This design comes from an exercise in tuning for small area, a short achievable clock period and few clock cycles per item on the open sky130 flow, not from production work.
The RTL was checked by simulation tests, not by an equivalence proof against the original design.
Power figures rest on the tool's default switching activity, not on a simulated workload.

Design custom_master_slave, start of the top module:
module custom_master_slave #(
	parameter MASTER_ADDRESSWIDTH = 28,
	parameter DATAWIDTH = 32
)
(
	input  logic clk,
	input  logic reset_n,
	input  logic [2:0] filter_sel,
	output logic [MASTER_ADDRESSWIDTH-1:0] master_address,
	output logic [DATAWIDTH-1:0] master_writedata,
	output logic master_write,
	output logic master_read,
	input  logic [DATAWIDTH-1:0] master_readdata,
	input  logic master_readdatavalid,
	input  logic master_waitrequest
);
localparam int D  = 5;                 
localparam int PW = 3;                 
localparam int H  = 6;                 
localparam int K  = H - 2;             
localparam int NS = (478 + K - 1) / K;               
localparam int LK = 478 - K * (NS - 1);              
localparam int SW = (NS > 127) ? 8 : 7;              
localparam logic [19:0] IN_BASE = 20'd307200;     
localparam logic [19:0] W_EDGE0 = 20'd641;        
logic running, inv, edge_m;
logic [19:0] maddr;                    
logic [23:0] wdata;
assign master_address   = {1'b1, 5'b00000, maddr, 2'b00};
assign master_writedata = {8'h00, wdata};
logic [19:0] raddr;
logic [2:0]  rj;                       
  ...
export LEC_CHECK = 0
export CAP_MARGIN = 20
export CORE_MARGIN = 2
export CORE_UTILIZATION = 40
export CTS_CLUSTER_DIAMETER = 100
export CTS_CLUSTER_SIZE = 30
export PLACE_DENSITY = 0.6
export SETUP_SLACK_MARGIN = 5
export SLEW_MARGIN = 20
export SYNTH_HIERARCHICAL = 1
export SYNTH_MINIMUM_KEEP_SIZE = 0
create_clock -name core_clock -period 8.0 [get_ports {clk}]
run.sh (not shown) runs the stock make flow with config.mk's settings and CLKGATE_MAP_FILE= SYNTH_SCRIPT=/design/flow/synth_recipe.tcl, a recipe that flattens the netlist after the stock synthesis.
Testbench counts at the start, summed over its fixed seeds: cycles 7,757,106, pixels 2,751,384.
==> next run, changes <==
Settings changed: CTS_CLUSTER_DIAMETER 100 to unset, CTS_CLUSTER_SIZE 30 to unset, SYNTH_HIERARCHICAL 1 to unset, SYNTH_MINIMUM_KEEP_SIZE 0 to unset.
What happened: The new run finished with timing, DRC and antenna clean. Cell count goes up by a few percent. Final area goes up by a little under a tenth. Worst setup slack got worse by 0.094 ns. Worst hold slack improved by 0.0043 ns. Clock skew goes down by 0.018 ns. Power goes up by about a fifth. Sequential power goes down slightly. Sequential share of layout area goes down by 3.2 points. First-iteration DRC count goes up slightly. Non-clock buffer count goes up by 101.
==> next run, changes <==
Settings changed: CTS_CLUSTER_DIAMETER set to 100, CTS_CLUSTER_SIZE set to 30, SETUP_SLACK_MARGIN 5 to 4.8, SYNTH_HIERARCHICAL set to 1, SYNTH_MINIMUM_KEEP_SIZE set to 0.
What happened:
- The changed run ran to the end with no violations
- worst setup slack improves by 0.044 ns
- non-clock buffer count shrinks by 141
- count of clock-buffer cells in the layout is lower by 63
==> next run, changes <==
Settings changed: CTS_CLUSTER_DIAMETER 100 to unset, CTS_CLUSTER_SIZE 30 to unset, SETUP_SLACK_MARGIN 4.8 to 5.
After rerunning:
- final area goes up by 6.1%
- worst setup slack improved by 0.051 ns
- maximum frequency goes up by 1.6%


== JK ==
Another version of the RTL of custom_master_slave (not shown whole).
For scale: ~3500 cells after synthesis, roughly 40000 sq um of cells after synthesis.
==> flow/config.mk <==
export PLATFORM = sky130hd
export DESIGN_NAME = custom_master_slave
export DESIGN_NICKNAME = custom_master_slave
export VERILOG_FILES = /design/flow/design.v
export SDC_FILE = /design/flow/constraint.sdc
export NUM_CORES = 4
export LEC_CHECK = 0
export ABC_CLOCK_PERIOD_IN_PS = 3000
export CAP_MARGIN = 20
export CORE_MARGIN = 2
export CORE_UTILIZATION = 55
export PLACE_DENSITY = 0.7
export SETUP_SLACK_MARGIN = 5
export SLEW_MARGIN = 20
==> flow/constraint.sdc <==
create_clock -name core_clock -period 8.0 [get_ports {clk}]
set_input_delay 1.6000 -clock core_clock [delete_from_list [all_inputs] [get_ports {clk}]]
set_output_delay 1.6000 -clock core_clock [all_outputs]
set_load 0.01 [all_outputs]
JK: flow completed, timing, DRC and antenna clean
Testbench counts of JK, summed over its fixed seeds: cycles 7,986,496, pixels 2,751,384.
Input changes introduced in MS (baseline for comparison: JK):
- PLACE_DENSITY changed from 0.7 to 0.6
- CORE_UTILIZATION changed from 55 to 40
[summary]
MS: full flow OK, the timing, design-rule and antenna checks passed. Capture point of the worst path: fmem[0][12]$_DFFE_PP_ -> JK, hb[2][3]$_DFF_P_ -> MS. [compare] base=JK new=MS: first-iteration DRC count now smaller, total power now larger, reported net switching power now larger, register-to-register slack now smaller, largest net degree at the start of global routing now smaller.

==> re-timing with driven ports <==
No port has a modelled driver above. Below, the same layouts with a new extraction and two added sets of constraints. Step 1 assumes that a clkbuf_16 drives the clock port and a buf_2 every other input. Step 2 moves the port delays by t, midway between the first and last clock arrival at a register: inputs arrive t later, outputs are due t later. That takes back most of the time a late clock gives input paths. a / b / c = ideal / step 1 / step 2; a / b = the first two.
run	t (ns)	setup slack, ns	hold WS [ns]	latest minus earliest clock arrival (ns)
the first run of note 1	0.659	4.818 / 4.818 / 4.268	0.370 / 0.370 / 0.370	0.046 / 0.045
the second run of note 1	0.730	4.724 / 4.724 / 4.344	0.374 / 0.374 / 0.374	0.025 / 0.025
the third run of note 1	0.657	4.768 / 4.768 / 4.189	0.371 / 0.371 / 0.371	0.048 / 0.047
the fourth run of note 1	0.710	4.819 / 4.819 / 4.246	0.364 / 0.364 / 0.364	0.039 / 0.039
JK	0.706	4.385 / 4.385 / 4.313	0.403 / 0.403 / 0.403	0.023 / 0.022
MS	0.730	4.341 / 4.341 / 4.295	0.394 / 0.394 / 0.394	0.034 / 0.033
After both steps every run listed still meets setup and hold. For the third run of note 1, which loses most, drivers alone change the setup slack by 0.000 ns; drivers and shift together by -0.579 ns.
